Source: an optimization exercise on an open RTL-to-GDS flow (aim: small area, a short achievable clock period and few clock cycles per item). Production flows keep margins and buffers that such runs may drop.
Function was checked by simulation only, so behaviour that the tests miss may differ from the original.

<file path="config.mk">
export PLATFORM = sky130hd
export DESIGN_NAME = MCH
export DESIGN_NICKNAME = MCH
export VERILOG_FILES = /design/flow/design.v
export SDC_FILE = /design/flow/constraint.sdc
export NUM_CORES = 8
export LEC_CHECK = 0
export CAP_MARGIN = 20
export CORE_MARGIN = 2
export CORE_UTILIZATION = 25
export PLACE_DENSITY = 0.45
export SLEW_MARGIN = 20
</file>
<file path="constraint.sdc">
create_clock -name core_clock -period 13.0 [get_ports {clk}]
set_input_delay 2.6000 -clock core_clock [delete_from_list [all_inputs] [get_ports {clk}]]
set_output_delay 2.6000 -clock core_clock [all_outputs]
set_load 0.01 [all_outputs]
</file>
<file path="design.v">
module MCH (
    input               clk,
    input               reset,
    input       [ 7:0]  X,
    input       [ 7:0]  Y,
    output              Done,
    output      [16:0]  area
);
localparam N = 20;
localparam S_READ = 2'd0, S_WAIT = 2'd1, S_SCAN = 2'd2, S_DONE = 2'd3;
reg  [1:0] state;
reg  [4:0] icnt;
reg  [2:0] scnt;      
reg        ph;        
reg  [7:0] px, py;
reg        pv;
reg  [7:0] ex [0:N-1];
reg  [7:0] ey [0:N-1];
reg  [N-1:0] val, nNE, nNW, nSE, nSW;
function [1:0] cmp8;   
    input [7:0] a, b;
    integer k;
    reg l, e;
    begin
        l = 1'b0; e = 1'b1;
        for (k = 7; k >= 0; k = k - 1) begin
            l = l | (e & ~a[k] & b[k]);
            e = e & ~(a[k] ^ b[k]);
        end
        cmp8 = {l, e};
    end
endfunction
wire [N-1:0] lt_x, eq_x, lt_y, eq_y;
genvar g;
generate for (g = 0; g < N; g = g + 1) begin : cmp
    assign {lt_x[g], eq_x[g]} = cmp8(ex[g], px);
    assign {lt_y[g], eq_y[g]} = cmp8(ey[g], py);
end endgenerate
wire [N-1:0] le_x = lt_x | eq_x;
wire [N-1:0] le_y = lt_y | eq_y;
wire [N-1:0] eq_p = eq_x & eq_y;
wire dNE_p = |(val & ~lt_x & ~lt_y);
wire dNW_p = |(val &  le_x & ~lt_y);
wire dSE_p = |(val & ~lt_x &  le_y);
wire dSW_p = |(val &  le_x &  le_y);
wire [N-1:0] upd = {N{pv}} & ~eq_p;
wire [N-1:0] fNE = nNE & ~(upd &  le_x &  le_y);
wire [N-1:0] fNW = nNW & ~(upd & ~lt_x &  le_y);
wire [N-1:0] fSE = nSE & ~(upd &  le_x & ~lt_y);
wire [N-1:0] fSW = nSW & ~(upd & ~lt_x & ~lt_y);
wire [N-1:0] kl = val & (lt_x | (eq_x & lt_y));
wire ins = pv;
integer i;
always @(posedge clk) begin
    px <= X;
    py <= Y;
    if (state == S_READ && icnt == 5'd0) begin
        val <= {N{1'b0}};
    end else if (ins) begin
        for (i = 0; i < N; i = i + 1) begin
            if (kl[i]) begin
                nNE[i] <= fNE[i]; nNW[i] <= fNW[i]; nSE[i] <= fSE[i]; nSW[i] <= fSW[i];
            end else if (i == 0 || kl[i-1]) begin
                ex[i] <= px; ey[i] <= py; val[i] <= 1'b1;
                nNE[i] <= ~dNE_p; nNW[i] <= ~dNW_p; nSE[i] <= ~dSE_p; nSW[i] <= ~dSW_p;
            end else begin
                ex[i] <= ex[i-1]; ey[i] <= ey[i-1]; val[i] <= val[i-1];
                nNE[i] <= fNE[i-1]; nNW[i] <= fNW[i-1]; nSE[i] <= fSE[i-1]; nSW[i] <= fSW[i-1];
            end
        end
    end else if (pv) begin
        nNE <= fNE; nNW <= fNW; nSE <= fSE; nSW <= fSW;
    end
end
function [N-1:0] lowest;   
    input [N-1:0] m;
    integer k;
    begin
        lowest = {N{1'b0}};
        for (k = N-1; k >= 0; k = k - 1)
            if (m[k]) begin lowest = {N{1'b0}}; lowest[k] = 1'b1; end
    end
endfunction
function [N-1:0] highest;   
    input [N-1:0] m;
    integer k;
    begin
        highest = {N{1'b0}};
        for (k = 0; k < N; k = k + 1)
            if (m[k]) begin highest = {N{1'b0}}; highest[k] = 1'b1; end
    end
endfunction
wire [N-1:0] lastv = val & ~{1'b0, val[N-1:1]};
wire [N-1:0] ends  = {{(N-1){1'b0}}, 1'b1} | lastv;
wire [N-1:0] relU  = val & (nNE | nNW | ends);
wire [N-1:0] relD  = val & (nSE | nSW | ends);
reg [7:0] tx0, ty0, sx0, sy0, hx0, hy0, qx0, qy0, nx0, ny0;
reg [7:0] tx1, ty1, sx1, sy1, hx1, hy1, qx1, qy1, nx1, ny1;
reg [4:0] tp0, sp0, hp0, qp0, np0;
reg [4:0] tp1, sp1, hp1, qp1, np1;
reg       qok0, nok0, first0, rdn0, rdh0;
reg       qok1, nok1, first1, rdn1, rdh1;
reg       sv0, hv0, sv1, hv1;      
wire scan = (state == S_SCAN);
reg  [N-1:0] rem0, rem1, deep0, deep1;
reg        rq0, rn0, rq1, rn1;                   
wire       rdh = ph ? rdh0 : rdh1;
wire [N-1:0] cmask = rq0 ? (relU & ~{{(N-1){1'b0}}, 1'b1}) : rq1 ? (relD & ~{{(N-1){1'b0}}, 1'b1}) : (ph ? rem0 : rem1);
wire [N-1:0] sel = rdh ? highest(ph ? deep0 : deep1) : lowest(cmask);
reg  [7:0] rx, ry;
reg  [4:0] rp;
wire       rok = |sel;
integer r;
always @(*) begin
    rx = 8'd0; ry = 8'd0; rp = 5'd0;
    for (r = 0; r < N; r = r + 1) begin
        rx = rx | (ex[r] & {8{sel[r]}});
        ry = ry | (ey[r] & {8{sel[r]}});
        rp = rp | (r[4:0] & {5{sel[r]}});
    end
end
function [N-1:0] dec;   
    input [4:0] a;
    integer k;
    begin
        for (k = 0; k < N; k = k + 1) dec[k] = (a == k);
    end
endfunction
reg  [7:0] dA, dD, dW;
reg  [8:0] dB, dC, dH;
reg        d1v, d1c, d1first, d1force;    
    wire tu1 = dA[0] & dB[0];
    wire tu2 = dA[0] & dB[1];
    wire tu3 = dA[0] & dB[2];
    wire tu4 = dA[0] & dB[3];
    wire tu5 = dA[0] & dB[4];
    wire tu6 = dA[0] & dB[5];
    wire tu7 = dA[0] & dB[6];
    wire tu8 = dA[0] & dB[7];
    wire tu9 = ~(dA[0] & dB[8]);
    wire tu10 = dA[1] & dB[0];
    wire tu11 = dA[1] & dB[1];
    wire tu12 = dA[1] & dB[2];
    wire tu13 = dA[1] & dB[3];
    wire tu14 = dA[1] & dB[4];
    wire tu15 = dA[1] & dB[5];
    wire tu16 = dA[1] & dB[6];
    wire tu17 = dA[1] & dB[7];
    wire tu18 = ~(dA[1] & dB[8]);
    wire tu19 = dA[2] & dB[0];
    wire tu20 = dA[2] & dB[1];
    wire tu21 = dA[2] & dB[2];
    wire tu22 = dA[2] & dB[3];
    wire tu23 = dA[2] & dB[4];
    wire tu24 = dA[2] & dB[5];
    wire tu25 = dA[2] & dB[6];
    wire tu26 = dA[2] & dB[7];
    wire tu27 = ~(dA[2] & dB[8]);
    wire tu28 = dA[3] & dB[0];
    wire tu29 = dA[3] & dB[1];
    wire tu30 = dA[3] & dB[2];
    wire tu31 = dA[3] & dB[3];
    wire tu32 = dA[3] & dB[4];
    wire tu33 = dA[3] & dB[5];
    wire tu34 = dA[3] & dB[6];
    wire tu35 = dA[3] & dB[7];
    wire tu36 = ~(dA[3] & dB[8]);
    wire tu37 = dA[4] & dB[0];
    wire tu38 = dA[4] & dB[1];
    wire tu39 = dA[4] & dB[2];
    wire tu40 = dA[4] & dB[3];
    wire tu41 = dA[4] & dB[4];
    wire tu42 = dA[4] & dB[5];
    wire tu43 = dA[4] & dB[6];
    wire tu44 = dA[4] & dB[7];
    wire tu45 = ~(dA[4] & dB[8]);
    wire tu46 = dA[5] & dB[0];
    wire tu47 = dA[5] & dB[1];
    wire tu48 = dA[5] & dB[2];
    wire tu49 = dA[5] & dB[3];
    wire tu50 = dA[5] & dB[4];
    wire tu51 = dA[5] & dB[5];
    wire tu52 = dA[5] & dB[6];
    wire tu53 = dA[5] & dB[7];
    wire tu54 = ~(dA[5] & dB[8]);
    wire tu55 = dA[6] & dB[0];
    wire tu56 = dA[6] & dB[1];
    wire tu57 = dA[6] & dB[2];
    wire tu58 = dA[6] & dB[3];
    wire tu59 = dA[6] & dB[4];
    wire tu60 = dA[6] & dB[5];
    wire tu61 = dA[6] & dB[6];
    wire tu62 = dA[6] & dB[7];
    wire tu63 = ~(dA[6] & dB[8]);
    wire tu64 = dA[7] & dB[0];
    wire tu65 = dA[7] & dB[1];
    wire tu66 = dA[7] & dB[2];
    wire tu67 = dA[7] & dB[3];
    wire tu68 = dA[7] & dB[4];
    wire tu69 = dA[7] & dB[5];
    wire tu70 = dA[7] & dB[6];
    wire tu71 = dA[7] & dB[7];
    wire tu72 = ~(dA[7] & dB[8]);
    wire tu73 = dD[0] & dC[0];
    wire tu74 = dD[0] & dC[1];
    wire tu75 = dD[0] & dC[2];
    wire tu76 = dD[0] & dC[3];
    wire tu77 = dD[0] & dC[4];
    wire tu78 = dD[0] & dC[5];
    wire tu79 = dD[0] & dC[6];
    wire tu80 = dD[0] & dC[7];
    wire tu81 = ~(dD[0] & dC[8]);
    wire tu82 = dD[1] & dC[0];
    wire tu83 = dD[1] & dC[1];
    wire tu84 = dD[1] & dC[2];
    wire tu85 = dD[1] & dC[3];
    wire tu86 = dD[1] & dC[4];
    wire tu87 = dD[1] & dC[5];
    wire tu88 = dD[1] & dC[6];
    wire tu89 = dD[1] & dC[7];
    wire tu90 = ~(dD[1] & dC[8]);
    wire tu91 = dD[2] & dC[0];
    wire tu92 = dD[2] & dC[1];
    wire tu93 = dD[2] & dC[2];
    wire tu94 = dD[2] & dC[3];
    wire tu95 = dD[2] & dC[4];
    wire tu96 = dD[2] & dC[5];
    wire tu97 = dD[2] & dC[6];
    wire tu98 = dD[2] & dC[7];
    wire tu99 = ~(dD[2] & dC[8]);
    wire tu100 = dD[3] & dC[0];
    wire tu101 = dD[3] & dC[1];
    wire tu102 = dD[3] & dC[2];
    wire tu103 = dD[3] & dC[3];
    wire tu104 = dD[3] & dC[4];
    wire tu105 = dD[3] & dC[5];
    wire tu106 = dD[3] & dC[6];
    wire tu107 = dD[3] & dC[7];
    wire tu108 = ~(dD[3] & dC[8]);
    wire tu109 = dD[4] & dC[0];
    wire tu110 = dD[4] & dC[1];
    wire tu111 = dD[4] & dC[2];
    wire tu112 = dD[4] & dC[3];
    wire tu113 = dD[4] & dC[4];
    wire tu114 = dD[4] & dC[5];
    wire tu115 = dD[4] & dC[6];
    wire tu116 = dD[4] & dC[7];
    wire tu117 = ~(dD[4] & dC[8]);
    wire tu118 = dD[5] & dC[0];
    wire tu119 = dD[5] & dC[1];
    wire tu120 = dD[5] & dC[2];
    wire tu121 = dD[5] & dC[3];
    wire tu122 = dD[5] & dC[4];
    wire tu123 = dD[5] & dC[5];
    wire tu124 = dD[5] & dC[6];
    wire tu125 = dD[5] & dC[7];
    wire tu126 = ~(dD[5] & dC[8]);
    wire tu127 = dD[6] & dC[0];
    wire tu128 = dD[6] & dC[1];
    wire tu129 = dD[6] & dC[2];
    wire tu130 = dD[6] & dC[3];
    wire tu131 = dD[6] & dC[4];
    wire tu132 = dD[6] & dC[5];
    wire tu133 = dD[6] & dC[6];
    wire tu134 = dD[6] & dC[7];
    wire tu135 = ~(dD[6] & dC[8]);
    wire tu136 = dD[7] & dC[0];
    wire tu137 = dD[7] & dC[1];
    wire tu138 = dD[7] & dC[2];
    wire tu139 = dD[7] & dC[3];
    wire tu140 = dD[7] & dC[4];
    wire tu141 = dD[7] & dC[5];
    wire tu142 = dD[7] & dC[6];
    wire tu143 = dD[7] & dC[7];
    wire tu144 = ~(dD[7] & dC[8]);
    wire tu145 = tu7 ^ tu15;
    wire tu146 = tu7 & tu15;
    wire tu147 = tu8 ^ tu16 ^ tu24;
    wire tu148 = (tu8 & tu16) | (tu8 & tu24) | (tu16 & tu24);
    wire tu149 = tu32 ^ tu40 ^ tu48;
    wire tu150 = (tu32 & tu40) | (tu32 & tu48) | (tu40 & tu48);
    wire tu151 = tu9 ^ tu17 ^ tu25;
    wire tu152 = (tu9 & tu17) | (tu9 & tu25) | (tu17 & tu25);
    wire tu153 = tu33 ^ tu41 ^ tu49;
    wire tu154 = (tu33 & tu41) | (tu33 & tu49) | (tu41 & tu49);
    wire tu155 = tu57 ^ tu65;
    wire tu156 = tu57 & tu65;
    wire tu157 = tu18 ^ tu26 ^ tu34;
    wire tu158 = (tu18 & tu26) | (tu18 & tu34) | (tu26 & tu34);
    wire tu159 = tu42 ^ tu50 ^ tu58;
    wire tu160 = (tu42 & tu50) | (tu42 & tu58) | (tu50 & tu58);
    wire tu161 = tu66 ^ tu90;
    wire tu162 = tu66 & tu90;
    wire tu163 = tu27 ^ tu35 ^ tu43;
    wire tu164 = (tu27 & tu35) | (tu27 & tu43) | (tu35 & tu43);
    wire tu165 = tu5 ^ tu13;
    wire tu166 = tu5 & tu13;
    wire tu167 = tu6 ^ tu14 ^ tu22;
    wire tu168 = (tu6 & tu14) | (tu6 & tu22) | (tu14 & tu22);
    wire tu169 = tu30 ^ tu38 ^ tu46;
    wire tu170 = (tu30 & tu38) | (tu30 & tu46) | (tu38 & tu46);
    wire tu171 = tu145 ^ tu23 ^ tu31;
    wire tu172 = (tu145 & tu23) | (tu145 & tu31) | (tu23 & tu31);
    wire tu173 = tu39 ^ tu47 ^ tu55;
    wire tu174 = (tu39 & tu47) | (tu39 & tu55) | (tu47 & tu55);
    wire tu175 = tu79 ^ tu87 ^ tu95;
    wire tu176 = (tu79 & tu87) | (tu79 & tu95) | (tu87 & tu95);
    wire tu177 = tu146 ^ tu147 ^ tu149;
    wire tu178 = (tu146 & tu147) | (tu146 & tu149) | (tu147 & tu149);
    wire tu179 = tu56 ^ tu64 ^ tu80;
    wire tu180 = (tu56 & tu64) | (tu56 & tu80) | (tu64 & tu80);
    wire tu181 = tu88 ^ tu96 ^ tu104;
    wire tu182 = (tu88 & tu96) | (tu88 & tu104) | (tu96 & tu104);
    wire tu183 = tu112 ^ tu120;
    wire tu184 = tu112 & tu120;
    wire tu185 = tu148 ^ tu150 ^ tu151;
    wire tu186 = (tu148 & tu150) | (tu148 & tu151) | (tu150 & tu151);
    wire tu187 = tu153 ^ tu155 ^ tu81;
    wire tu188 = (tu153 & tu155) | (tu153 & tu81) | (tu155 & tu81);
    wire tu189 = tu89 ^ tu97 ^ tu105;
    wire tu190 = (tu89 & tu97) | (tu89 & tu105) | (tu97 & tu105);
    wire tu191 = tu113 ^ tu121 ^ tu129;
    wire tu192 = (tu113 & tu121) | (tu113 & tu129) | (tu121 & tu129);
    wire tu193 = tu152 ^ tu154 ^ tu156;
    wire tu194 = (tu152 & tu154) | (tu152 & tu156) | (tu154 & tu156);
    wire tu195 = tu157 ^ tu159 ^ tu161;
    wire tu196 = (tu157 & tu159) | (tu157 & tu161) | (tu159 & tu161);
    wire tu197 = tu98 ^ tu106 ^ tu114;
    wire tu198 = (tu98 & tu106) | (tu98 & tu114) | (tu106 & tu114);
    wire tu199 = tu122 ^ tu130 ^ tu138;
    wire tu200 = (tu122 & tu130) | (tu122 & tu138) | (tu130 & tu138);
    wire tu201 = tu158 ^ tu160 ^ tu162;
    wire tu202 = (tu158 & tu160) | (tu158 & tu162) | (tu160 & tu162);
    wire tu203 = tu163 ^ tu51 ^ tu59;
    wire tu204 = (tu163 & tu51) | (tu163 & tu59) | (tu51 & tu59);
    wire tu205 = tu67 ^ tu99 ^ tu107;
    wire tu206 = (tu67 & tu99) | (tu67 & tu107) | (tu99 & tu107);
    wire tu207 = tu115 ^ tu123 ^ tu131;
    wire tu208 = (tu115 & tu123) | (tu115 & tu131) | (tu123 & tu131);
    wire tu209 = tu164 ^ tu36 ^ tu44;
    wire tu210 = (tu164 & tu36) | (tu164 & tu44) | (tu36 & tu44);
    wire tu211 = tu52 ^ tu60 ^ tu68;
    wire tu212 = (tu52 & tu60) | (tu52 & tu68) | (tu60 & tu68);
    wire tu213 = tu108 ^ tu116 ^ tu124;
    wire tu214 = (tu108 & tu116) | (tu108 & tu124) | (tu116 & tu124);
    wire tu215 = tu45 ^ tu53 ^ tu61;
    wire tu216 = (tu45 & tu53) | (tu45 & tu61) | (tu53 & tu61);
    wire tu217 = tu4 ^ tu12 ^ tu20;
    wire tu218 = (tu4 & tu12) | (tu4 & tu20) | (tu12 & tu20);
    wire tu219 = tu165 ^ tu21 ^ tu29;
    wire tu220 = (tu165 & tu21) | (tu165 & tu29) | (tu21 & tu29);
    wire tu221 = tu37 ^ tu77 ^ tu85;
    wire tu222 = (tu37 & tu77) | (tu37 & tu85) | (tu77 & tu85);
    wire tu223 = tu166 ^ tu167 ^ tu169;
    wire tu224 = (tu166 & tu167) | (tu166 & tu169) | (tu167 & tu169);
    wire tu225 = tu78 ^ tu86 ^ tu94;
    wire tu226 = (tu78 & tu86) | (tu78 & tu94) | (tu86 & tu94);
    wire tu227 = tu102 ^ tu110;
    wire tu228 = tu102 & tu110;
    wire tu229 = tu168 ^ tu170 ^ tu171;
    wire tu230 = (tu168 & tu170) | (tu168 & tu171) | (tu170 & tu171);
    wire tu231 = tu173 ^ tu175 ^ tu103;
    wire tu232 = (tu173 & tu175) | (tu173 & tu103) | (tu175 & tu103);
    wire tu233 = tu111 ^ tu119 ^ tu127;
    wire tu234 = (tu111 & tu119) | (tu111 & tu127) | (tu119 & tu127);
    wire tu235 = tu172 ^ tu174 ^ tu176;
    wire tu236 = (tu172 & tu174) | (tu172 & tu176) | (tu174 & tu176);
    wire tu237 = tu177 ^ tu179 ^ tu181;
    wire tu238 = (tu177 & tu179) | (tu177 & tu181) | (tu179 & tu181);
    wire tu239 = tu183 ^ tu128 ^ tu136;
    wire tu240 = (tu183 & tu128) | (tu183 & tu136) | (tu128 & tu136);
    wire tu241 = tu178 ^ tu180 ^ tu182;
    wire tu242 = (tu178 & tu180) | (tu178 & tu182) | (tu180 & tu182);
    wire tu243 = tu184 ^ tu185 ^ tu187;
    wire tu244 = (tu184 & tu185) | (tu184 & tu187) | (tu185 & tu187);
    wire tu245 = tu189 ^ tu191 ^ tu137;
    wire tu246 = (tu189 & tu191) | (tu189 & tu137) | (tu191 & tu137);
    wire tu247 = tu186 ^ tu188 ^ tu190;
    wire tu248 = (tu186 & tu188) | (tu186 & tu190) | (tu188 & tu190);
    wire tu249 = tu192 ^ tu193 ^ tu195;
    wire tu250 = (tu192 & tu193) | (tu192 & tu195) | (tu193 & tu195);
    wire tu251 = tu197 ^ tu199 ^ 1'b1;
    wire tu252 = (tu197 & tu199) | (tu197 & 1'b1) | (tu199 & 1'b1);
    wire tu253 = tu194 ^ tu196 ^ tu198;
    wire tu254 = (tu194 & tu196) | (tu194 & tu198) | (tu196 & tu198);
    wire tu255 = tu200 ^ tu201 ^ tu203;
    wire tu256 = (tu200 & tu201) | (tu200 & tu203) | (tu201 & tu203);
    wire tu257 = tu205 ^ tu207 ^ tu139;
    wire tu258 = (tu205 & tu207) | (tu205 & tu139) | (tu207 & tu139);
    wire tu259 = tu202 ^ tu204 ^ tu206;
    wire tu260 = (tu202 & tu204) | (tu202 & tu206) | (tu204 & tu206);
    wire tu261 = tu208 ^ tu209 ^ tu211;
    wire tu262 = (tu208 & tu209) | (tu208 & tu211) | (tu209 & tu211);
    wire tu263 = tu213 ^ tu132 ^ tu140;
    wire tu264 = (tu213 & tu132) | (tu213 & tu140) | (tu132 & tu140);
    wire tu265 = tu210 ^ tu212 ^ tu214;
    wire tu266 = (tu210 & tu212) | (tu210 & tu214) | (tu212 & tu214);
    wire tu267 = tu215 ^ tu69 ^ tu117;
    wire tu268 = (tu215 & tu69) | (tu215 & tu117) | (tu69 & tu117);
    wire tu269 = tu125 ^ tu133 ^ tu141;
    wire tu270 = (tu125 & tu133) | (tu125 & tu141) | (tu133 & tu141);
    wire tu271 = tu216 ^ tu54 ^ tu62;
    wire tu272 = (tu216 & tu54) | (tu216 & tu62) | (tu54 & tu62);
    wire tu273 = tu70 ^ tu126 ^ tu134;
    wire tu274 = (tu70 & tu126) | (tu70 & tu134) | (tu126 & tu134);
    wire tu275 = tu3 ^ tu11 ^ tu19;
    wire tu276 = (tu3 & tu11) | (tu3 & tu19) | (tu11 & tu19);
    wire tu277 = tu217 ^ tu28 ^ tu76;
    wire tu278 = (tu217 & tu28) | (tu217 & tu76) | (tu28 & tu76);
    wire tu279 = tu84 ^ tu92;
    wire tu280 = tu84 & tu92;
    wire tu281 = tu218 ^ tu219 ^ tu221;
    wire tu282 = (tu218 & tu219) | (tu218 & tu221) | (tu219 & tu221);
    wire tu283 = tu93 ^ tu101 ^ tu109;
    wire tu284 = (tu93 & tu101) | (tu93 & tu109) | (tu101 & tu109);
    wire tu285 = tu220 ^ tu222 ^ tu223;
    wire tu286 = (tu220 & tu222) | (tu220 & tu223) | (tu222 & tu223);
    wire tu287 = tu225 ^ tu227 ^ tu118;
    wire tu288 = (tu225 & tu227) | (tu225 & tu118) | (tu227 & tu118);
    wire tu289 = tu224 ^ tu226 ^ tu228;
    wire tu290 = (tu224 & tu226) | (tu224 & tu228) | (tu226 & tu228);
    wire tu291 = tu229 ^ tu231 ^ tu233;
    wire tu292 = (tu229 & tu231) | (tu229 & tu233) | (tu231 & tu233);
    wire tu293 = tu230 ^ tu232 ^ tu234;
    wire tu294 = (tu230 & tu232) | (tu230 & tu234) | (tu232 & tu234);
    wire tu295 = tu235 ^ tu237 ^ tu239;
    wire tu296 = (tu235 & tu237) | (tu235 & tu239) | (tu237 & tu239);
    wire tu297 = tu236 ^ tu238 ^ tu240;
    wire tu298 = (tu236 & tu238) | (tu236 & tu240) | (tu238 & tu240);
    wire tu299 = tu241 ^ tu243 ^ tu245;
    wire tu300 = (tu241 & tu243) | (tu241 & tu245) | (tu243 & tu245);
    wire tu301 = tu242 ^ tu244 ^ tu246;
    wire tu302 = (tu242 & tu244) | (tu242 & tu246) | (tu244 & tu246);
    wire tu303 = tu247 ^ tu249 ^ tu251;
    wire tu304 = (tu247 & tu249) | (tu247 & tu251) | (tu249 & tu251);
    wire tu305 = tu248 ^ tu250 ^ tu252;
    wire tu306 = (tu248 & tu250) | (tu248 & tu252) | (tu250 & tu252);
    wire tu307 = tu253 ^ tu255 ^ tu257;
    wire tu308 = (tu253 & tu255) | (tu253 & tu257) | (tu255 & tu257);
    wire tu309 = tu254 ^ tu256 ^ tu258;
    wire tu310 = (tu254 & tu256) | (tu254 & tu258) | (tu256 & tu258);
    wire tu311 = tu259 ^ tu261 ^ tu263;
    wire tu312 = (tu259 & tu261) | (tu259 & tu263) | (tu261 & tu263);
    wire tu313 = tu260 ^ tu262 ^ tu264;
    wire tu314 = (tu260 & tu262) | (tu260 & tu264) | (tu262 & tu264);
    wire tu315 = tu265 ^ tu267 ^ tu269;
    wire tu316 = (tu265 & tu267) | (tu265 & tu269) | (tu267 & tu269);
    wire tu317 = tu266 ^ tu268 ^ tu270;
    wire tu318 = (tu266 & tu268) | (tu266 & tu270) | (tu268 & tu270);
    wire tu319 = tu271 ^ tu273 ^ tu142;
    wire tu320 = (tu271 & tu273) | (tu271 & tu142) | (tu273 & tu142);
    wire tu321 = tu272 ^ tu274 ^ tu63;
    wire tu322 = (tu272 & tu274) | (tu272 & tu63) | (tu274 & tu63);
    wire tu323 = tu71 ^ tu135 ^ tu143;
    wire tu324 = (tu71 & tu135) | (tu71 & tu143) | (tu135 & tu143);
    wire tu325 = tu2 ^ tu10;
    wire tu326 = tu2 & tu10;
    wire tu327 = tu275 ^ tu75 ^ tu83;
    wire tu328 = (tu275 & tu75) | (tu275 & tu83) | (tu75 & tu83);
    wire tu329 = tu276 ^ tu277 ^ tu279;
    wire tu330 = (tu276 & tu277) | (tu276 & tu279) | (tu277 & tu279);
    wire tu331 = tu278 ^ tu280 ^ tu281;
    wire tu332 = (tu278 & tu280) | (tu278 & tu281) | (tu280 & tu281);
    wire tu333 = tu282 ^ tu284 ^ tu285;
    wire tu334 = (tu282 & tu284) | (tu282 & tu285) | (tu284 & tu285);
    wire tu335 = tu286 ^ tu288 ^ tu289;
    wire tu336 = (tu286 & tu288) | (tu286 & tu289) | (tu288 & tu289);
    wire tu337 = tu290 ^ tu292 ^ tu293;
    wire tu338 = (tu290 & tu292) | (tu290 & tu293) | (tu292 & tu293);
    wire tu339 = tu294 ^ tu296 ^ tu297;
    wire tu340 = (tu294 & tu296) | (tu294 & tu297) | (tu296 & tu297);
    wire tu341 = tu298 ^ tu300 ^ tu301;
    wire tu342 = (tu298 & tu300) | (tu298 & tu301) | (tu300 & tu301);
    wire tu343 = tu302 ^ tu304 ^ tu305;
    wire tu344 = (tu302 & tu304) | (tu302 & tu305) | (tu304 & tu305);
    wire tu345 = tu306 ^ tu308 ^ tu309;
    wire tu346 = (tu306 & tu308) | (tu306 & tu309) | (tu308 & tu309);
    wire tu347 = tu310 ^ tu312 ^ tu313;
    wire tu348 = (tu310 & tu312) | (tu310 & tu313) | (tu312 & tu313);
    wire tu349 = tu314 ^ tu316 ^ tu317;
    wire tu350 = (tu314 & tu316) | (tu314 & tu317) | (tu316 & tu317);
    wire tu351 = tu318 ^ tu320 ^ tu321;
    wire tu352 = (tu318 & tu320) | (tu318 & tu321) | (tu320 & tu321);
    wire tu353 = tu322 ^ tu324 ^ tu72;
    wire tu354 = (tu322 & tu324) | (tu322 & tu72) | (tu324 & tu72);
    wire tu355 = tu325 ^ tu74;
    wire tu356 = tu325 & tu74;
    wire tu357 = tu326 ^ tu327 ^ tu91;
    wire tu358 = (tu326 & tu327) | (tu326 & tu91) | (tu327 & tu91);
    wire tu359 = tu328 ^ tu329 ^ tu100;
    wire tu360 = (tu328 & tu329) | (tu328 & tu100) | (tu329 & tu100);
    wire tu361 = tu330 ^ tu331 ^ tu283;
    wire tu362 = (tu330 & tu331) | (tu330 & tu283) | (tu331 & tu283);
    wire tu363 = tu332 ^ tu333 ^ tu287;
    wire tu364 = (tu332 & tu333) | (tu332 & tu287) | (tu333 & tu287);
    wire tu365 = tu334 ^ tu335 ^ tu291;
    wire tu366 = (tu334 & tu335) | (tu334 & tu291) | (tu335 & tu291);
    wire tu367 = tu336 ^ tu337 ^ tu295;
    wire tu368 = (tu336 & tu337) | (tu336 & tu295) | (tu337 & tu295);
    wire tu369 = tu338 ^ tu339 ^ tu299;
    wire tu370 = (tu338 & tu339) | (tu338 & tu299) | (tu339 & tu299);
    wire tu371 = tu340 ^ tu341 ^ tu303;
    wire tu372 = (tu340 & tu341) | (tu340 & tu303) | (tu341 & tu303);
    wire tu373 = tu342 ^ tu343 ^ tu307;
    wire tu374 = (tu342 & tu343) | (tu342 & tu307) | (tu343 & tu307);
    wire tu375 = tu344 ^ tu345 ^ tu311;
    wire tu376 = (tu344 & tu345) | (tu344 & tu311) | (tu345 & tu311);
    wire tu377 = tu346 ^ tu347 ^ tu315;
    wire tu378 = (tu346 & tu347) | (tu346 & tu315) | (tu347 & tu315);
    wire tu379 = tu348 ^ tu349 ^ tu319;
    wire tu380 = (tu348 & tu349) | (tu348 & tu319) | (tu349 & tu319);
    wire tu381 = tu350 ^ tu351 ^ tu323;
    wire tu382 = (tu350 & tu351) | (tu350 & tu323) | (tu351 & tu323);
    wire tu383 = tu352 ^ tu353 ^ tu144;
    wire tu384 = (tu352 & tu353) | (tu352 & tu144) | (tu353 & tu144);
wire [17:0] row0 = {1'b1, tu384, tu382, tu380, tu378, tu376, tu374, tu372, tu370, tu368, tu366, tu364, tu362, tu360, tu358, tu356, tu355, tu1};
wire [17:0] row1 = {1'b0, tu354, tu383, tu381, tu379, tu377, tu375, tu373, tu371, tu369, tu367, tu365, tu363, tu361, tu359, tu357, tu82, tu73};
wire [16:0] trap = dW * dH;
reg  [17:0] q0r, q1r;
reg  [16:0] trr;
reg         s2v, s2c, s2force;
wire [17:0] tv = q0r + q1r;
wire        pop  = s2v && !s2force && !tv[17];
wire        push = s2v && !pop;
wire [16:0] acc_k = acc + trr + {16'd0, s2c};
    wire ac1 = acc[0];
    wire ac2 = trr[0];
    wire ac3 = q0r[0];
    wire ac4 = q1r[0];
    wire ac5 = acc[1];
    wire ac6 = trr[1];
    wire ac7 = q0r[1];
    wire ac8 = q1r[1];
    wire ac9 = acc[2];
    wire ac10 = trr[2];
    wire ac11 = q0r[2];
    wire ac12 = q1r[2];
    wire ac13 = acc[3];
    wire ac14 = trr[3];
    wire ac15 = q0r[3];
    wire ac16 = q1r[3];
    wire ac17 = acc[4];
    wire ac18 = trr[4];
    wire ac19 = q0r[4];
    wire ac20 = q1r[4];
    wire ac21 = acc[5];
    wire ac22 = trr[5];
    wire ac23 = q0r[5];
    wire ac24 = q1r[5];
    wire ac25 = acc[6];
    wire ac26 = trr[6];
    wire ac27 = q0r[6];
    wire ac28 = q1r[6];
    wire ac29 = acc[7];
    wire ac30 = trr[7];
    wire ac31 = q0r[7];
    wire ac32 = q1r[7];
    wire ac33 = acc[8];
    wire ac34 = trr[8];
    wire ac35 = q0r[8];
    wire ac36 = q1r[8];
    wire ac37 = acc[9];
    wire ac38 = trr[9];
    wire ac39 = q0r[9];
    wire ac40 = q1r[9];
    wire ac41 = acc[10];
    wire ac42 = trr[10];
    wire ac43 = q0r[10];
    wire ac44 = q1r[10];
    wire ac45 = acc[11];
    wire ac46 = trr[11];
    wire ac47 = q0r[11];
    wire ac48 = q1r[11];
    wire ac49 = acc[12];
    wire ac50 = trr[12];
    wire ac51 = q0r[12];
    wire ac52 = q1r[12];
    wire ac53 = acc[13];
    wire ac54 = trr[13];
    wire ac55 = q0r[13];
    wire ac56 = q1r[13];
    wire ac57 = acc[14];
    wire ac58 = trr[14];
    wire ac59 = q0r[14];
    wire ac60 = q1r[14];
    wire ac61 = acc[15];
    wire ac62 = trr[15];
    wire ac63 = q0r[15];
    wire ac64 = q1r[15];
    wire ac65 = acc[16];
    wire ac66 = trr[16];
    wire ac67 = q0r[16];
    wire ac68 = q1r[16];
    wire ac69 = s2c;
    wire ac70 = ac1 ^ ac2;
    wire ac71 = ac1 & ac2;
    wire ac72 = ac5 ^ ac6;
    wire ac73 = ac5 & ac6;
    wire ac74 = ac9 ^ ac10;
    wire ac75 = ac9 & ac10;
    wire ac76 = ac13 ^ ac14;
    wire ac77 = ac13 & ac14;
    wire ac78 = ac17 ^ ac18;
    wire ac79 = ac17 & ac18;
    wire ac80 = ac21 ^ ac22;
    wire ac81 = ac21 & ac22;
    wire ac82 = ac25 ^ ac26;
    wire ac83 = ac25 & ac26;
    wire ac84 = ac29 ^ ac30;
    wire ac85 = ac29 & ac30;
    wire ac86 = ac33 ^ ac34;
    wire ac87 = ac33 & ac34;
    wire ac88 = ac37 ^ ac38;
    wire ac89 = ac37 & ac38;
    wire ac90 = ac41 ^ ac42;
    wire ac91 = ac41 & ac42;
    wire ac92 = ac45 ^ ac46;
    wire ac93 = ac45 & ac46;
    wire ac94 = ac49 ^ ac50;
    wire ac95 = ac49 & ac50;
    wire ac96 = ac53 ^ ac54;
    wire ac97 = ac53 & ac54;
    wire ac98 = ac57 ^ ac58;
    wire ac99 = ac57 & ac58;
    wire ac100 = ac61 ^ ac62;
    wire ac101 = ac61 & ac62;
    wire ac102 = ac65 ^ ac66;
    wire ac103 = ac65 & ac66;
    wire ac104 = ac70 ^ ac3;
    wire ac105 = ac70 & ac3;
    wire ac106 = ac71 ^ ac72 ^ ac7;
    wire ac107 = (ac71 & ac72) | (ac71 & ac7) | (ac72 & ac7);
    wire ac108 = ac73 ^ ac74 ^ ac11;
    wire ac109 = (ac73 & ac74) | (ac73 & ac11) | (ac74 & ac11);
    wire ac110 = ac75 ^ ac76 ^ ac15;
    wire ac111 = (ac75 & ac76) | (ac75 & ac15) | (ac76 & ac15);
    wire ac112 = ac77 ^ ac78 ^ ac19;
    wire ac113 = (ac77 & ac78) | (ac77 & ac19) | (ac78 & ac19);
    wire ac114 = ac79 ^ ac80 ^ ac23;
    wire ac115 = (ac79 & ac80) | (ac79 & ac23) | (ac80 & ac23);
    wire ac116 = ac81 ^ ac82 ^ ac27;
    wire ac117 = (ac81 & ac82) | (ac81 & ac27) | (ac82 & ac27);
    wire ac118 = ac83 ^ ac84 ^ ac31;
    wire ac119 = (ac83 & ac84) | (ac83 & ac31) | (ac84 & ac31);
    wire ac120 = ac85 ^ ac86 ^ ac35;
    wire ac121 = (ac85 & ac86) | (ac85 & ac35) | (ac86 & ac35);
    wire ac122 = ac87 ^ ac88 ^ ac39;
    wire ac123 = (ac87 & ac88) | (ac87 & ac39) | (ac88 & ac39);
    wire ac124 = ac89 ^ ac90 ^ ac43;
    wire ac125 = (ac89 & ac90) | (ac89 & ac43) | (ac90 & ac43);
    wire ac126 = ac91 ^ ac92 ^ ac47;
    wire ac127 = (ac91 & ac92) | (ac91 & ac47) | (ac92 & ac47);
    wire ac128 = ac93 ^ ac94 ^ ac51;
    wire ac129 = (ac93 & ac94) | (ac93 & ac51) | (ac94 & ac51);
    wire ac130 = ac95 ^ ac96 ^ ac55;
    wire ac131 = (ac95 & ac96) | (ac95 & ac55) | (ac96 & ac55);
    wire ac132 = ac97 ^ ac98 ^ ac59;
    wire ac133 = (ac97 & ac98) | (ac97 & ac59) | (ac98 & ac59);
    wire ac134 = ac99 ^ ac100 ^ ac63;
    wire ac135 = (ac99 & ac100) | (ac99 & ac63) | (ac100 & ac63);
    wire ac136 = ac101 ^ ac102 ^ ac67;
    wire ac137 = (ac101 & ac102) | (ac101 & ac67) | (ac102 & ac67);
    wire ac138 = ac104 ^ ac4;
    wire ac139 = ac104 & ac4;
    wire ac140 = ac105 ^ ac106 ^ ac8;
    wire ac141 = (ac105 & ac106) | (ac105 & ac8) | (ac106 & ac8);
    wire ac142 = ac107 ^ ac108 ^ ac12;
    wire ac143 = (ac107 & ac108) | (ac107 & ac12) | (ac108 & ac12);
    wire ac144 = ac109 ^ ac110 ^ ac16;
    wire ac145 = (ac109 & ac110) | (ac109 & ac16) | (ac110 & ac16);
    wire ac146 = ac111 ^ ac112 ^ ac20;
    wire ac147 = (ac111 & ac112) | (ac111 & ac20) | (ac112 & ac20);
    wire ac148 = ac113 ^ ac114 ^ ac24;
    wire ac149 = (ac113 & ac114) | (ac113 & ac24) | (ac114 & ac24);
    wire ac150 = ac115 ^ ac116 ^ ac28;
    wire ac151 = (ac115 & ac116) | (ac115 & ac28) | (ac116 & ac28);
    wire ac152 = ac117 ^ ac118 ^ ac32;
    wire ac153 = (ac117 & ac118) | (ac117 & ac32) | (ac118 & ac32);
    wire ac154 = ac119 ^ ac120 ^ ac36;
    wire ac155 = (ac119 & ac120) | (ac119 & ac36) | (ac120 & ac36);
    wire ac156 = ac121 ^ ac122 ^ ac40;
    wire ac157 = (ac121 & ac122) | (ac121 & ac40) | (ac122 & ac40);
    wire ac158 = ac123 ^ ac124 ^ ac44;
    wire ac159 = (ac123 & ac124) | (ac123 & ac44) | (ac124 & ac44);
    wire ac160 = ac125 ^ ac126 ^ ac48;
    wire ac161 = (ac125 & ac126) | (ac125 & ac48) | (ac126 & ac48);
    wire ac162 = ac127 ^ ac128 ^ ac52;
    wire ac163 = (ac127 & ac128) | (ac127 & ac52) | (ac128 & ac52);
    wire ac164 = ac129 ^ ac130 ^ ac56;
    wire ac165 = (ac129 & ac130) | (ac129 & ac56) | (ac130 & ac56);
    wire ac166 = ac131 ^ ac132 ^ ac60;
    wire ac167 = (ac131 & ac132) | (ac131 & ac60) | (ac132 & ac60);
    wire ac168 = ac133 ^ ac134 ^ ac64;
    wire ac169 = (ac133 & ac134) | (ac133 & ac64) | (ac134 & ac64);
    wire ac170 = ac135 ^ ac136 ^ ac68;
    wire ac171 = (ac135 & ac136) | (ac135 & ac68) | (ac136 & ac68);
wire [16:0] acc_p = {ac169, ac167, ac165, ac163, ac161, ac159, ac157, ac155, ac153, ac151, ac149, ac147, ac145, ac143, ac141, ac139, ac138} + {ac170, ac168, ac166, ac164, ac162, ac160, ac158, ac156, ac154, ac152, ac150, ac148, ac146, ac144, ac142, ac140, ac69};
wire        dec0 = s2v && (s2c == 1'b0);
wire        dec1 = s2v && (s2c == 1'b1);
wire        cn = ph;                           
wire [7:0] Tx = cn ? tx1 : tx0, Ty = cn ? ty1 : ty0;
wire [7:0] Sx = cn ? sx1 : sx0, Sy = cn ? sy1 : sy0;
wire [7:0] Hx = cn ? hx1 : hx0, Hy = cn ? hy1 : hy0;
wire [7:0] Qx = cn ? qx1 : qx0, Qy = cn ? qy1 : qy0;
wire [7:0] Nx = cn ? nx1 : nx0, Ny = cn ? ny1 : ny0;
wire       Sv = cn ? sv1 : sv0, Hv = cn ? hv1 : hv0;
wire       Qok = cn ? qok1 : qok0, Nok = cn ? nok1 : nok0;
wire       Frst = cn ? first1 : first0;
wire       hasop = s2v;                        
wire [7:0] ks_x = Sx, ks_y = Sy, kt_x = Tx, kt_y = Ty, kq_x = Qx, kq_y = Qy;
wire [7:0] us_x = Tx, us_y = Ty, ut_x = Qx, ut_y = Qy, uq_x = Nx, uq_y = Ny;
wire [7:0] os_x = Hx, os_y = Hy, ot_x = Sx, ot_y = Sy, oq_x = Qx, oq_y = Qy;
wire [7:0] k1x = cn ? kq_x : kt_x, k1y = cn ? kq_y : kt_y, k2x = cn ? kt_x : kq_x, k2y = cn ? kt_y : kq_y;
wire [7:0] u1x = cn ? uq_x : ut_x, u1y = cn ? uq_y : ut_y, u2x = cn ? ut_x : uq_x, u2y = cn ? ut_y : uq_y;
wire [7:0] o1x = cn ? oq_x : ot_x, o1y = cn ? oq_y : ot_y, o2x = cn ? ot_x : oq_x, o2y = cn ? ot_y : oq_y;
wire [7:0] kA = k1x - ks_x, kD = k2x - ks_x;
wire [8:0] kB = {1'b0, k2y} - {1'b0, ks_y}, kC = {1'b0, ks_y} - {1'b0, k1y};
wire [7:0] uA = u1x - us_x, uD = u2x - us_x;
wire [8:0] uB = {1'b0, u2y} - {1'b0, us_y}, uC = {1'b0, us_y} - {1'b0, u1y};
wire [7:0] oA = o1x - os_x, oD = o2x - os_x;
wire [8:0] oB = {1'b0, o2y} - {1'b0, os_y}, oC = {1'b0, os_y} - {1'b0, o1y};
wire [7:0] kW = kq_x - kt_x, uW = uq_x - ut_x;
wire [8:0] kH = {1'b0, kq_y} + {1'b0, kt_y}, uH = {1'b0, uq_y} + {1'b0, ut_y};
wire useu = hasop && push;
wire useo = hasop && pop;
wire nv   = scan && (cn ? (scnt >= 3'd2) : (scnt >= 3'd1)) && (useu ? Nok : (useo ? 1'b1 : Qok));
reg  [16:0] acc;
reg         done_r;
always @(posedge clk) begin
    q0r <= row0; q1r <= row1;
    trr <= d1first ? (d1c ? ~trap : trap) : {17{d1c}};    
    s2c <= d1c; s2force <= d1force;
    if (state == S_WAIT) acc <= 17'd0;
    else if (s2v) acc <= pop ? acc_p : acc_k;
    d1c <= cn;
    if (useo) begin
        dA <= oA; dB <= oB; dC <= oC; dD <= oD;
        d1first <= 1'b0;
        d1force <= !Hv;
    end else if (useu) begin
        dA <= uA; dB <= uB; dC <= uC; dD <= uD; dW <= uW; dH <= uH;
        d1first <= 1'b1;
        d1force <= 1'b0;
    end else begin
        dA <= kA; dB <= kB; dC <= kC; dD <= kD; dW <= kW; dH <= kH;
        d1first <= Frst;
        d1force <= !Sv;
    end
end
always @(posedge clk) begin
    rdn0 <= 1'b0; rdh0 <= 1'b0;
    rdn1 <= 1'b0; rdh1 <= 1'b0;
    rq0 <= (state == S_WAIT);
    rq1 <= rq0;
    rn0 <= rq1;
    rn1 <= rn0;
    if (rq0) begin
        tx0 <= ex[0]; ty0 <= ey[0]; tp0 <= 5'd0; first0 <= 1'b1; sv0 <= 1'b0; hv0 <= 1'b0; deep0 <= {N{1'b0}};
        qx0 <= rx; qy0 <= ry; qp0 <= rp; qok0 <= rok; rem0 <= cmask & ~sel;
    end
    if (rq1) begin
        tx1 <= ex[0]; ty1 <= ey[0]; tp1 <= 5'd0; first1 <= 1'b1; sv1 <= 1'b0; hv1 <= 1'b0; deep1 <= {N{1'b0}};
        qx1 <= rx; qy1 <= ry; qp1 <= rp; qok1 <= rok; rem1 <= cmask & ~sel;
    end
    if (rn0 || (ph && rdn0)) begin nx0 <= rx; ny0 <= ry; np0 <= rp; nok0 <= rok; rem0 <= rem0 & ~sel; end
    if (ph && rdh0) begin hx0 <= rx; hy0 <= ry; hp0 <= rp; hv0 <= rok; deep0 <= deep0 & ~sel; end
    if (rn1 || (!ph && rdn1)) begin nx1 <= rx; ny1 <= ry; np1 <= rp; nok1 <= rok; rem1 <= rem1 & ~sel; end
    if (!ph && rdh1) begin hx1 <= rx; hy1 <= ry; hp1 <= rp; hv1 <= rok; deep1 <= deep1 & ~sel; end
    if (dec0) begin
        if (push) begin
            if (hv0) deep0 <= deep0 | dec(hp0);
            hx0 <= sx0; hy0 <= sy0; hp0 <= sp0; hv0 <= sv0;
            sx0 <= tx0; sy0 <= ty0; sp0 <= tp0; sv0 <= 1'b1;
            tx0 <= qx0; ty0 <= qy0; tp0 <= qp0;
            qx0 <= nx0; qy0 <= ny0; qp0 <= np0; qok0 <= nok0;
            first0 <= 1'b1;
            rdn0 <= 1'b1;
        end else begin
            tx0 <= sx0; ty0 <= sy0; tp0 <= sp0;
            sx0 <= hx0; sy0 <= hy0; sp0 <= hp0; sv0 <= hv0;
            first0 <= 1'b0;
            rdh0 <= 1'b1;
        end
    end
    if (dec1) begin
        if (push) begin
            if (hv1) deep1 <= deep1 | dec(hp1);
            hx1 <= sx1; hy1 <= sy1; hp1 <= sp1; hv1 <= sv1;
            sx1 <= tx1; sy1 <= ty1; sp1 <= tp1; sv1 <= 1'b1;
            tx1 <= qx1; ty1 <= qy1; tp1 <= qp1;
            qx1 <= nx1; qy1 <= ny1; qp1 <= np1; qok1 <= nok1;
            first1 <= 1'b1;
            rdn1 <= 1'b1;
        end else begin
            tx1 <= sx1; ty1 <= sy1; tp1 <= sp1;
            sx1 <= hx1; sy1 <= hy1; sp1 <= hp1; sv1 <= hv1;
            first1 <= 1'b0;
            rdh1 <= 1'b1;
        end
    end
end
wire qok0_n = dec0 ? (push ? nok0 : 1'b1) : qok0;
wire qok1_n = dec1 ? (push ? nok1 : 1'b1) : qok1;
wire fin = scan && (scnt == 3'd4) && !qok0_n && !qok1_n && !d1v;
always @(posedge clk or posedge reset) begin
    if (reset) begin
        state <= S_READ;
        icnt <= 5'd0;
        pv <= 1'b0;
        scnt <= 3'd0;
        ph <= 1'b0;
        d1v <= 1'b0;
        s2v <= 1'b0;
        done_r <= 1'b0;
    end else begin
        pv <= (state == S_READ);
        s2v <= d1v;
        d1v <= nv;
        done_r <= 1'b0;
        case (state)
            S_READ: begin
                icnt <= icnt + 5'd1;
                if (icnt == 5'd19) state <= S_WAIT;
            end
            S_WAIT: begin
                state <= S_SCAN;
                scnt <= 3'd0;
                ph <= 1'b1;
            end
            S_SCAN: begin
                ph <= ~ph;
                if (scnt != 3'd4) scnt <= scnt + 3'd1;
                if (fin) begin
                    state <= S_DONE;
                    done_r <= 1'b1;
                end
            end
            default: begin
                state <= S_READ;
                icnt <= 5'd0;
            end
        endcase
    end
end
assign Done = done_r;
assign area = acc;
endmodule
</file>
<file path="run.sh">
#!/bin/bash
# synth_recipe.tcl (not shown) runs the flow's synth.tcl, then flattens the netlist and writes it again
# the make line also repeats each setting of config.mk as NAME=value (left out here)
make -C /OpenROAD-flow-scripts/flow DESIGN_CONFIG=/design/flow/config.mk WORK_HOME=/design/flow/orfs CLKGATE_MAP_FILE= SYNTH_SCRIPT=/design/flow/synth_recipe.tcl finish
</file>
==> impl_metrics.json <==
{
  "cp-start-kind": "flop",
  "drc": 0,
  "cts_tree": "built",
  "finalHoldViolCount": 0,
  "synthesis.area_mm2": 0.0651,
  "num_vias": 57121,
  "final_cell_mix": "821 x nand2_1, 585 x edfxtp_1, 553 x inv_1",
  "synth.distinct_cells": 114,
  "clk_pin_slew_worst_paths_ns": 0.06,
  "finalCritPeriodShare": 0.488,
  "io_pins": 36,
  "async_reset_ff_frac": 0.0171,
  "arrival_ns": 6.91,
  "finalClockSkew_ns": 0.0673,
  "post_drt_wl_per_cell_um": 29.3,
  "cpMostUsedCell": "nand3_1",
  "cts_resized": 0,
  "synth-seq-area-share": 0.361,
  "cp_max_fo": 62,
  "cts_hold_buffers": 0,
  "drive_gt1_frac": 0.0902,
  "rsz0062_at_grt": "false",
  "end_kind": "flop",
  "crit_type": "reg2reg",
  "syn_inst": 7142,
  "grt_pass1_vias": 54965,
  "start_util": 0.251,
  "cts_sinks": 879,
  "outcome": "timing/DRC/antenna clean",
  "syn-num-nets": 7633,
  "synth-edff-count": 585,
  "clock_path_buffers": 3,
  "pre_cts_slack_ns": 6.82,
  "mostFrequentLayoutCell": "nand2_1",
  "ff2ff_setup_slack_ns": 6.66,
  "path_cells": "buf_4 > nor4_1 > a22oi_1 > nor4_4 > a222oi_1 > nand3_1 > a211oi_1 > buf_2 > nand3_1 > nor3_1 > o221ai_1",
  "htree_levels": 3,
  "cp_num_buf_inv": 2,
  "die-area_mm2": 0.265,
  "root_buffer": "clkbuf_16",
  "hp-class": "reg2reg",
  "first_pass_iters": 10,
  "tightest_slew_ns": 1.45,
  "slowest_delay_ns": 1.10,
  "timing.fmax_mhz": 158,
  "slew_headroom": 0.0318,
  "layout_min_cycle_time_ns": 6.34,
  "routabilityCongestion": 1.04,
  "grt_pass1_wl_mm": 432,
  "fin_util": 0.283,
  "drtAntennaViolNets": 0,
  "clock_insertion_delay_worst_skew_ns": 0.81,
  "cp.required_ns": 13.57,
  "whs_ns": 0.331,
  "hpwl_mm": 240,
  "area_growth_pct": 12.6,
  "drv_slew": 0,
  "die_h_um": 514,
  "crit_slowest_cell": "a222oi_1",
  "routed_wl_mm": 310,
  "tns_ns": 0,
  "final.setup.worst_slack_ns": 6.66,
  "drtIter0Drc": 7550,
  "die_w_um": 514,
  "syn_area_per_cell_um2": 9.12,
  "final_nets": 7544,
  "grtUsageTotal": 0.228,
  "critical_path.top_delay_family": "compound AO/OA/AOI/OAI gates",
  "via_per_inst": 5.40,
  "coreArea_mm2": 0.259,
  "grt_max_degree": 77,
  "synth-main-ff-cell": "edfxtp_1",
  "num_rows": 187,
  "yosysWarningCount": 9,
  "post-cts-setup-buffers": 0,
  "cts_buffers": 109,
  "ys_ff_latch": 879,
  "overflow": 0,
  "drv_cap": 0,
  "port_buffers": 35,
  "antenna_found_initial": 32,
  "setup_viol": 0
}
==> kinds of logic (layout without fill, tap and decap cells) <==
kind of cell,Yosys count,count (layout),synth area share
and+or+nand+nor,2339,2339,0.183
AOI/OAI and AO/OA,1771,1771,0.176
buffers and inverters,988,995,0.0618
DFF,879,879,0.361
adders and majority gates,579,579,0.132
xor gates and xnor gates,341,341,0.0459
muxes,245,245,0.0401
other,0,20,0
==> layer usage <==
metal	vias up	routed length, um	global-route usage
li1	25276	-	-
met1	28542	128000	0.297
met2	2694	136000	0.355
met3	599	25600	0.0439
met4	10	19100	0.121
met5	-	66	0
==> cell type report <==
class	instances	area [um2]
Clock buffer	154	3100
Antenna cell	20	50.0
Tap cell	3402	4260
Clock inverter	53	596
Fill cell	27521	186000
Inverter	565	2120
Multi-Input combinational cell	5275	37800
Sequential cell	879	23600
Timing Repair Buffer	223	1820
==> state kept, by name (all words and copies together), names as in the netlist, 20 cells and up <==
name / count
ex: 160
ey: 160
deep0: 20
deep1: 20
rem0: 20
rem1: 20
val: 20
==> synthesized netlist by cell type, types with 28 or more instances <==
library cell  instances  area share
inv_1               555       0.032
o211ai_1             60      0.0069
clkbuf_1            280       0.016
nor4_1               29      0.0028
o31ai_1              30      0.0035
a22o_1               69      0.0093
a211oi_1             93       0.011
a31oi_1              49      0.0047
nor3_1               81      0.0062
a221oi_1             56      0.0075
nand4_1              48      0.0046
nor2b_1             227       0.022
a21o_1               38      0.0044
nand2_1             821       0.047
o21ai_1              81      0.0062
or3_1                28      0.0027
ha_1                259       0.050
and2_1              172       0.017
dfxtp_1             279       0.086
o221ai_1             36      0.0048
edfxtp_1            585        0.27
and3_1              101      0.0097
a21oi_1             359       0.028
mux2_2              126       0.022
nand2b_1            145       0.014
nor3b_1              28      0.0032
o21ai_0             528       0.041
nor2_1              363       0.021
fa_1                214       0.066
xnor2_1             211       0.028
nand3b_1             28      0.0032
a222oi_1             61      0.0094
o21a_1               33      0.0038
buf_4                34      0.0039
nand3_1             122      0.0094
maj3_1              106       0.016
buf_1                34      0.0020
mux2i_1             118       0.018
xor2_1              130       0.017
buf_2                55      0.0042
a22oi_1              64      0.0074
a21boi_0             28      0.0032
==> per-stage QoR <==
| step | instances | cell area [um2] |
|---|---|---|
| after floorplan | 7142 | 65100 |
| after CTS | 10545 | 73200 |
| after global placement | 10329 | 69400 |
| after detailed placement | 10338 | 69500 |
| final | 10571 | 73300 |
| after global routing | 10564 | 73300 |
==> path summary, 6_finish.rpt <==
kind | from | to | cells after the start
hold / removal | d1force | s2force | 0
max in group asynchronous | reset | s2v | 2
setup reg to reg | ph | hx0[5] | 11
min in group asynchronous | reset | d1v | 2
setup / recovery | ph | hx0[5] | 11
hold reg to reg | d1force | s2force | 0
Testbench counts, summed over its fixed seeds: cycles 15,593, hulls 384.

==> afterwards: timing with drivers on the ports <==
No port has a modelled driver above. Below, the same layout with a new extraction and two added sets of constraints.
Step 1: set_driving_cell puts a clkbuf_16 on clk and a buf_2 on each other input, an assumption about the parent block.
Step 2, shift: input delay + t, output delay - t, t = (earliest + latest rising clock arrival at the registers) / 2. This alone moves slack from input paths to output paths.
Slacks: ideal ports / drivers / drivers and shift; pairs: ideal ports / drivers.
shift t [ns]: 0.870
slack for setup (ns): 6.660 / 6.660 / 6.660
hold slack, ns: 0.331 / 0.331 / 0.331
worst setup path at the end: register to register
After both steps setup and hold are still met in this run. The setup slack of this run moves by 0.000 ns with the drivers and by 0.000 ns with both steps.
